From an optimization exercise on the open Yosys and OpenROAD flow, aimed at small area; shortcuts taken in it are not production practice. At most, simulation tests tie the RTL to the original design; equivalence was not proved. The flow treats the clock pin as an ideal source. Dropping or thinning the clock tree relies on that and would not hold on a real chip. Power and IR drop assume default switching activity.

==> flow/design.v (excerpt) <==
module FSM_LightStand(
    input i_clk,
    input i_reset,
    input [2:0] i_button,
    output o_pwm_light
    );
For scale: about 240 cells after synthesis, about 6 I/O pins, roughly 0.0035 mm² of cells after synthesis.
==> module ClockDivider, before the edit <==
module ClockDivider(
    input i_clk,
    input i_reset,
    output o_wrap,
    output o_pre_last
    );
    localparam [13:0] C_RESET = 14'b11100100000010;
    localparam [13:0] C_9899  = 14'b00001101111011;
    localparam [13:0] C_LAST  = 14'b11101101101100;
    reg [13:0] r_lo;
    assign o_wrap     = &{r_lo[13], r_lo[12], r_lo[11], ~r_lo[10], r_lo[9], r_lo[8], ~r_lo[7], r_lo[6], r_lo[5], ~r_lo[4], r_lo[2], ~r_lo[0]};
    assign o_pre_last = &{~r_lo[13], ~r_lo[12], ~r_lo[11], ~r_lo[10], r_lo[9], r_lo[8], ~r_lo[7], r_lo[6], r_lo[5], r_lo[4], r_lo[3], ~r_lo[2]};
    wire w_fb = ~(r_lo[13] ^ r_lo[2] ^ r_lo[9] ^ r_lo[10]) ^ o_wrap;
    always @(posedge i_clk or posedge i_reset) begin
        if (i_reset) r_lo <= C_RESET;
        else         r_lo <= {r_lo[12:0], w_fb};
    end
endmodule
==> module ButtonController, before the edit <==
module ButtonController(
    input i_clk,
    input i_reset,
    input i_button,
    output o_release
    );
    localparam [19:0] S_0   = 20'b00000000110101100100;
    localparam [19:0] S_END = 20'b10000001011010110010;
    reg r_prevState;
    reg [19:0] r_lfsr;
    wire w_en   = i_button ^ r_prevState;
    wire w_term = &{r_lfsr[19], ~r_lfsr[18], ~r_lfsr[17], ~r_lfsr[16], ~r_lfsr[15], ~r_lfsr[14], ~r_lfsr[13], ~r_lfsr[11], r_lfsr[10], r_lfsr[9], ~r_lfsr[8], r_lfsr[7], ~r_lfsr[6], r_lfsr[5], r_lfsr[4], ~r_lfsr[3], ~r_lfsr[2], r_lfsr[1], ~r_lfsr[0]};
    wire w_fb   = ~(r_lfsr[19] ^ r_lfsr[2]);
    assign o_release = w_en & w_term & r_prevState;
    always @(posedge i_clk or posedge i_reset) begin
        if (i_reset) begin
            r_prevState <= 1'b0;
            r_lfsr <= S_0;
        end
        else if (w_en) begin
            r_lfsr <= {r_lfsr[18:13], r_lfsr[12] ^ w_term, r_lfsr[11:0], w_fb};
            if (w_term) r_prevState <= ~r_prevState;
        end
    end
endmodule
Settings: LEC_CHECK=0, CAP_MARGIN=20, CORE_MARGIN=2, CORE_UTILIZATION=40, SLEW_MARGIN=20; clock period 10.0 ns.
standard.sh (not shown) runs the stock make flow with config.mk's settings and CLKGATE_MAP_FILE= SYNTH_SCRIPT=/design/flow/synth_recipe.tcl, a recipe that flattens the netlist after the stock synthesis.
==> flow/flow/run.sh <==
#!/bin/bash
# The standard synthesis and layout (standard.sh), with these changes
# to how the layout is made:
#  - clock tree: three buf_12, each at the centre of an equal share of
#    the flip-flops, driven by the clock port (flow/pre_cts.tcl replaces
#    clock_tree_synthesis)
#  - after CTS, combinational cells and buffers go down to the smallest
#    drive strength that leaves no slew, cap or timing violation
#    (flow/post_cts.tcl)
#  - port buffers are buf_1; repair aims at the library's own cap and slew
#    limits; core utilization 70%
# ORFS writes each step's full log under orfs/logs/; this script's own
# output goes to flow_run.log.
set -euo pipefail
export FLOW_CLK_BUF=sky130_fd_sc_hd__buf_12
export FLOW_CLK_K=3
bash standard.sh \
  "PRE_CTS_TCL=$PWD/flow/pre_cts.tcl" "POST_CTS_TCL=$PWD/flow/post_cts.tcl" \
  "BUFFER_PORTS_ARGS=-buffer_cell sky130_fd_sc_hd__buf_1" \
  CAP_MARGIN=0 SLEW_MARGIN=0 CORE_UTILIZATION=70 \
  finish > flow_run.log 2>&1
Other scripts of this flow, unchanged in this note and not shown: flow/flow/post_cts.tcl, flow/flow/pre_cts.tcl
==> next run, changes <==
--- a/flow/design.v
+++ b/flow/design.v
@@ -6,11 +6,11 @@
     output o_pre_last
     );
-    localparam [13:0] C_RESET = 14'b11100100000010;
-    localparam [13:0] C_9899  = 14'b00001101111011;
-    localparam [13:0] C_LAST  = 14'b11101101101100;
+    localparam [13:0] C_RESET = 14'b10010010110000;
+    localparam [13:0] C_9899  = 14'b10100001011011;
+    localparam [13:0] C_LAST  = 14'b01111111111101;
     reg [13:0] r_lo;
-    assign o_wrap     = &{r_lo[13], r_lo[12], r_lo[11], ~r_lo[10], r_lo[9], r_lo[8], ~r_lo[7], r_lo[6], r_lo[5], ~r_lo[4], r_lo[2], ~r_lo[0]};
-    assign o_pre_last = &{~r_lo[13], ~r_lo[12], ~r_lo[11], ~r_lo[10], r_lo[9], r_lo[8], ~r_lo[7], r_lo[6], r_lo[5], r_lo[4], r_lo[3], ~r_lo[2]};
-    wire w_fb = ~(r_lo[13] ^ r_lo[2] ^ r_lo[9] ^ r_lo[10]) ^ o_wrap;
+    assign o_wrap     = &{~r_lo[13], r_lo[12], r_lo[11], r_lo[10], r_lo[9], r_lo[8], r_lo[7], r_lo[6], r_lo[5], r_lo[3], r_lo[2], r_lo[0]};
+    assign o_pre_last = &{r_lo[13], ~r_lo[12], r_lo[11], ~r_lo[10], ~r_lo[8], ~r_lo[7], r_lo[6], ~r_lo[5], r_lo[4], r_lo[3], ~r_lo[2], r_lo[0]};
+    wire w_fb = ~(r_lo[13] ^ r_lo[4] ^ r_lo[10] ^ r_lo[11]) ^ o_wrap;
     always @(posedge i_clk or posedge i_reset) begin
         if (i_reset) r_lo <= C_RESET;
@@ -65,11 +65,11 @@
     output o_release
     );
-    localparam [19:0] S_0   = 20'b00000000110101100100;
-    localparam [19:0] S_END = 20'b10000001011010110010;
+    localparam [19:0] S_0   = 20'b01101011001000111000;
+    localparam [19:0] S_END = 20'b10110101100100011100;
     reg r_prevState;
     reg [19:0] r_lfsr;
     wire w_en   = i_button ^ r_prevState;
-    wire w_term = &{r_lfsr[19], ~r_lfsr[18], ~r_lfsr[17], ~r_lfsr[16], ~r_lfsr[15], ~r_lfsr[14], ~r_lfsr[13], ~r_lfsr[11], r_lfsr[10], r_lfsr[9], ~r_lfsr[8], r_lfsr[7], ~r_lfsr[6], r_lfsr[5], r_lfsr[4], ~r_lfsr[3], ~r_lfsr[2], r_lfsr[1], ~r_lfsr[0]};
-    wire w_fb   = ~(r_lfsr[19] ^ r_lfsr[2]);
+    wire w_term = &{r_lfsr[19], ~r_lfsr[18], r_lfsr[17], r_lfsr[16], ~r_lfsr[15], r_lfsr[14], ~r_lfsr[13], r_lfsr[12], r_lfsr[11], ~r_lfsr[10], ~r_lfsr[9], r_lfsr[8], ~r_lfsr[7], ~r_lfsr[6], ~r_lfsr[5], r_lfsr[4], r_lfsr[3], r_lfsr[2], ~r_lfsr[1]};
+    wire w_fb   = ~(r_lfsr[19] ^ r_lfsr[2]) ^ w_term;
     assign o_release = w_en & w_term & r_prevState;
     always @(posedge i_clk or posedge i_reset) begin
@@ -79,5 +79,5 @@
         end
         else if (w_en) begin
-            r_lfsr <= {r_lfsr[18:13], r_lfsr[12] ^ w_term, r_lfsr[11:0], w_fb};
+            r_lfsr <= {r_lfsr[18:0], w_fb};
             if (w_term) r_prevState <= ~r_prevState;
         end
Result: Worst setup slack degrades by 260 ps. First-iteration DRC count decreases by 37%. Combinational power is about the same. Sequential share of layout area increases by 0.37 points. Synthesized cell count decreases by 3.7%. Routed wire length increases by 0.38%.
No run of this note included a check of the RTL's function; only the layout flow was run. No run of this note takes its clock network from TritonCTS; it comes from the design's own scripts or RTL.

* * *

== before ==
Another version of the RTL of FSM_LightStand (not shown whole).
Size in the first run: roughly 250 cells after synthesis, ~3600 um^2 of cells after synthesis.
==> module ClockDivider, before the edit <==
module ClockDivider(
    input i_clk,
    input i_reset,
    output o_wrap,
    output o_pre_last
    );
    localparam [13:0] C_RESET = 14'b00111010110010;
    localparam [13:0] C_9899  = 14'b00101010001010;
    localparam [13:0] C_LAST  = 14'b11100011001110;
    reg [13:0] r_lo;
    assign o_wrap     = &{r_lo[13], r_lo[12], r_lo[11], ~r_lo[10], r_lo[7], r_lo[6], ~r_lo[5], r_lo[3], r_lo[2], r_lo[1], ~r_lo[0]};
    assign o_pre_last = &{~r_lo[12], r_lo[11], ~r_lo[10], r_lo[9], ~r_lo[8], r_lo[7], ~r_lo[6], ~r_lo[5], ~r_lo[4], r_lo[3], ~r_lo[2], ~r_lo[0]};
    wire w_fb = ~(r_lo[13] ^ r_lo[1] ^ r_lo[3] ^ r_lo[12]) ^ o_wrap;
    always @(posedge i_clk or posedge i_reset) begin
        if (i_reset) r_lo <= C_RESET;
        else         r_lo <= {r_lo[12:0], w_fb};
    end
endmodule
==> module ButtonController, before the edit <==
module ButtonController(
    input i_clk,
    input i_reset,
    input i_button,
    output o_release
    );
    localparam [19:0] S_0   = 20'b01101011001000111000;
    localparam [19:0] S_END = 20'b10110101100100011100;
    reg r_prevState;
    reg [19:0] r_lfsr;
    wire w_en   = i_button ^ r_prevState;
    wire w_term = &{r_lfsr[19], ~r_lfsr[18], r_lfsr[17], r_lfsr[16], ~r_lfsr[15], r_lfsr[14], ~r_lfsr[13], r_lfsr[12], r_lfsr[11], ~r_lfsr[10], ~r_lfsr[9], r_lfsr[8], ~r_lfsr[7], ~r_lfsr[6], ~r_lfsr[5], r_lfsr[4], r_lfsr[3], r_lfsr[2], ~r_lfsr[1]};
    wire w_fb   = ~(r_lfsr[19] ^ r_lfsr[2]) ^ w_term;
    assign o_release = w_en & w_term & r_prevState;
    always @(posedge i_clk or posedge i_reset) begin
        if (i_reset) begin
            r_prevState <= 1'b0;
            r_lfsr <= S_0;
        end
        else if (w_en) begin
            r_lfsr <= {r_lfsr[18:0], w_fb};
            if (w_term) r_prevState <= ~r_prevState;
        end
    end
endmodule
==> module FSM_Light, before the edit <==
module FSM_Light(
    input i_clk,
    input i_reset,
    input [2:0] i_button,
    output [4:1] o_level
    );
    reg [4:1] r_level;
    assign o_level = r_level;
    always @(posedge i_clk or posedge i_reset) begin
        if (i_reset)
            r_level <= 4'b0000;
        else if (i_button[0] & ~r_level[4])
            r_level <= {r_level[3:1], 1'b1};
        else if (i_button[1])
            r_level <= {1'b0, r_level[4:2]};
        else if (i_button[2])
            r_level <= 4'b0000;
    end
endmodule
==> module MUX, before the edit <==
module MUX(
    input i_clk,
    input i_reset,
    input [4:1] i_x,
    input [4:1] i_level,
    output o_y
    );
    reg r_y;
    assign o_y = r_y;
    always @(posedge i_clk or posedge i_reset) begin
        if (i_reset)
            r_y <= 1'b0;
        else
            r_y <= i_level[1] & (i_x[1] | (i_level[2] & (i_x[2] | (i_level[3] & (i_x[3] | (i_level[4] & i_x[4]))))));
    end
endmodule
export LEC_CHECK = 0
export CAP_MARGIN = 20
export CORE_MARGIN = 2
export CORE_UTILIZATION = 40
export SLEW_MARGIN = 20
create_clock -name core_clock -period 10.0 [get_ports {i_clk}]
Scripts as last shown in full above: flow/flow/run.sh
Other scripts of this flow, unchanged in this note and not shown: flow/flow/post_cts.tcl, flow/flow/pre_cts.tcl
Modified inputs, after compared to before
--- a/flow/design.v
+++ b/flow/design.v
@@ -5,13 +5,13 @@
     output o_wrap,
     output o_pre_last
     );
-    localparam [13:0] C_RESET = 14'b00111010110010;
-    localparam [13:0] C_9899  = 14'b00101010001010;
-    localparam [13:0] C_LAST  = 14'b11100011001110;
+    localparam [13:0] C_RESET = 14'b10000101101001;
+    localparam [13:0] C_9899  = 14'b11100001101001;
+    localparam [13:0] C_LAST  = 14'b01010100101111;
     reg [13:0] r_lo;
-    assign o_wrap     = &{r_lo[13], r_lo[12], r_lo[11], ~r_lo[10], r_lo[7], r_lo[6], ~r_lo[5], r_lo[3], r_lo[2], r_lo[1], ~r_lo[0]};
-    assign o_pre_last = &{~r_lo[12], r_lo[11], ~r_lo[10], r_lo[9], ~r_lo[8], r_lo[7], ~r_lo[6], ~r_lo[5], ~r_lo[4], r_lo[3], ~r_lo[2], ~r_lo[0]};
-    wire w_fb = ~(r_lo[13] ^ r_lo[1] ^ r_lo[3] ^ r_lo[12]) ^ o_wrap;
+    assign o_wrap     = &{~r_lo[13], r_lo[12], ~r_lo[11], r_lo[10], ~r_lo[7], ~r_lo[6], r_lo[5], ~r_lo[4], r_lo[3], r_lo[2], r_lo[1], r_lo[0]};
+    assign o_pre_last = &{r_lo[13], r_lo[12], r_lo[11], ~r_lo[10], ~r_lo[9], ~r_lo[8], r_lo[5], ~r_lo[4], r_lo[3], ~r_lo[2], ~r_lo[1], r_lo[0]};
+    wire w_fb = ~(r_lo[13] ^ r_lo[5] ^ r_lo[7] ^ r_lo[12]) ^ o_wrap;
     always @(posedge i_clk or posedge i_reset) begin
         if (i_reset) r_lo <= C_RESET;
         else         r_lo <= {r_lo[12:0], w_fb};
@@ -69,13 +69,13 @@
     input i_button,
     output o_release
     );
-    localparam [19:0] S_0   = 20'b01101011001000111000;
-    localparam [19:0] S_END = 20'b10110101100100011100;
+    localparam [19:0] S_0   = 20'b00000001101011001000;
+    localparam [19:0] S_END = 20'b00000010110101100100;
     reg r_prevState;
     reg [19:0] r_lfsr;
     wire w_en   = i_button ^ r_prevState;
-    wire w_term = &{r_lfsr[19], ~r_lfsr[18], r_lfsr[17], r_lfsr[16], ~r_lfsr[15], r_lfsr[14], ~r_lfsr[13], r_lfsr[12], r_lfsr[11], ~r_lfsr[10], ~r_lfsr[9], r_lfsr[8], ~r_lfsr[7], ~r_lfsr[6], ~r_lfsr[5], r_lfsr[4], r_lfsr[3], r_lfsr[2], ~r_lfsr[1]};
-    wire w_fb   = ~(r_lfsr[19] ^ r_lfsr[2]) ^ w_term;
+    wire w_term = &{~r_lfsr[19], ~r_lfsr[18], ~r_lfsr[17], ~r_lfsr[16], ~r_lfsr[15], ~r_lfsr[14], ~r_lfsr[12], r_lfsr[11], r_lfsr[10], ~r_lfsr[9], r_lfsr[8], ~r_lfsr[7], r_lfsr[6], r_lfsr[5], ~r_lfsr[4], ~r_lfsr[3], r_lfsr[2], ~r_lfsr[1], ~r_lfsr[0]};
+    wire w_fb   = ~(r_lfsr[19] ^ r_lfsr[2]);
     assign o_release = w_en & w_term & r_prevState;
     always @(posedge i_clk or posedge i_reset) begin
         if (i_reset) begin
@@ -83,7 +83,7 @@
             r_lfsr <= S_0;
         end
         else if (w_en) begin
-            r_lfsr <= {r_lfsr[18:0], w_fb};
+            r_lfsr <= {r_lfsr[18:14], r_lfsr[13] ^ w_term, r_lfsr[12:0], w_fb};
             if (w_term) r_prevState <= ~r_prevState;
         end
     end
@@ -95,17 +95,23 @@
     input [2:0] i_button,
     output [4:1] o_level
     );
-    reg [4:1] r_level;
-    assign o_level = r_level;
+    reg [2:0] r_level;
+    wire w_top  = r_level[2] & ~r_level[0];    
+    wire w_up   = i_button[0] & ~w_top;
+    wire w_down = i_button[1] & ~w_up;
+    wire w_hold = ~(w_up | i_button[1] | i_button[2]);
+    assign o_level[1] = r_level[1] | r_level[0];
+    assign o_level[2] = r_level[1];
+    assign o_level[3] = r_level[2];
+    assign o_level[4] = r_level[2] & ~r_level[0];
     always @(posedge i_clk or posedge i_reset) begin
         if (i_reset)
-            r_level <= 4'b0000;
-        else if (i_button[0] & ~r_level[4])
-            r_level <= {r_level[3:1], 1'b1};
-        else if (i_button[1])
-            r_level <= {1'b0, r_level[4:2]};
-        else if (i_button[2])
-            r_level <= 4'b0000;
+            r_level <= 3'b000;
+        else begin
+            r_level[0] <= (w_up & ~r_level[2]) | (w_down & r_level[1]) | (w_hold & r_level[0]);
+            r_level[1] <= (w_up & (r_level[1] | r_level[0])) | (w_down & r_level[2]) | (w_hold & r_level[1]);
+            r_level[2] <= (w_up & r_level[1]) | (w_down & r_level[2] & ~r_level[0]) | (w_hold & r_level[2]);
+        end
     end
 endmodule
 `timescale 1ns / 1ps
@@ -122,7 +128,7 @@
         if (i_reset)
             r_y <= 1'b0;
         else
-            r_y <= i_level[1] & (i_x[1] | (i_level[2] & (i_x[2] | (i_level[3] & (i_x[3] | (i_level[4] & i_x[4]))))));
+            r_y <= |(i_level & i_x);
     end
 endmodule
 `timescale 1ns / 1ps
## What came out
XOR/XNOR share of the synthesized area: lower on before. Area: after vs before -> after smaller. Re wire length of the first global-routing pass: before and after aren't equal, and the higher value belongs to before. Looking at length of routed met2 wiring, after sits 10% lower than before does. fsm_led.r_level[1] as the capture point of the critical path was reported by after, and DownBTN.r_lfsr[16] by before. Starting density of the core for after: 0.48 points down relative to before. Comparing before and after, the higher fraction of final layout cells sized beyond drive strength 1 was measured on before. after against before; sequential power is down by a few percent.
For after, only the layout was checked, not whether the RTL still works. No run of this note takes its clock network from TritonCTS; it comes from the design's own scripts or RTL.

-- what the ideal ports hide --
The flow's constraints put no driver on any port. The routed layouts listed below were extracted and timed again, unchanged, in two steps.
Step 1 (the two cells are an assumption about what drives the block):
set clk [get_ports {i_clk}]
set_driving_cell -lib_cell sky130_fd_sc_hd__clkbuf_16 $clk
set_driving_cell -lib_cell sky130_fd_sc_hd__buf_2 [delete_from_list [all_inputs] $clk]
Step 2 adds t to the input delays and takes it off the output delays; t is the mean of the earliest and latest rising clock arrival at the registers after step 1. Input paths then give back, and output paths get back, about the clock's delay inside the block.
Three values: ideal ports, drivers, drivers and shift; two values: the first two.
run	t (ns)	slack for setup (ns)	clock arrival spread, ns
the first run of note 1	0.204	6.418 / 6.461 / 6.257	0.017 / 0.017
the second run of note 1	0.203	6.155 / 6.199 / 5.996	0.018 / 0.018
before	0.204	6.379 / 6.424 / 6.220	0.011 / 0.011
after	0.197	6.288 / 6.331 / 6.134	0.013 / 0.013
After both steps every run listed still meets setup and hold. The setup slack of the first run of note 1, which loses most, moves by +0.043 ns with the drivers and by -0.161 ns with both steps. Setup slack includes reset recovery checks.
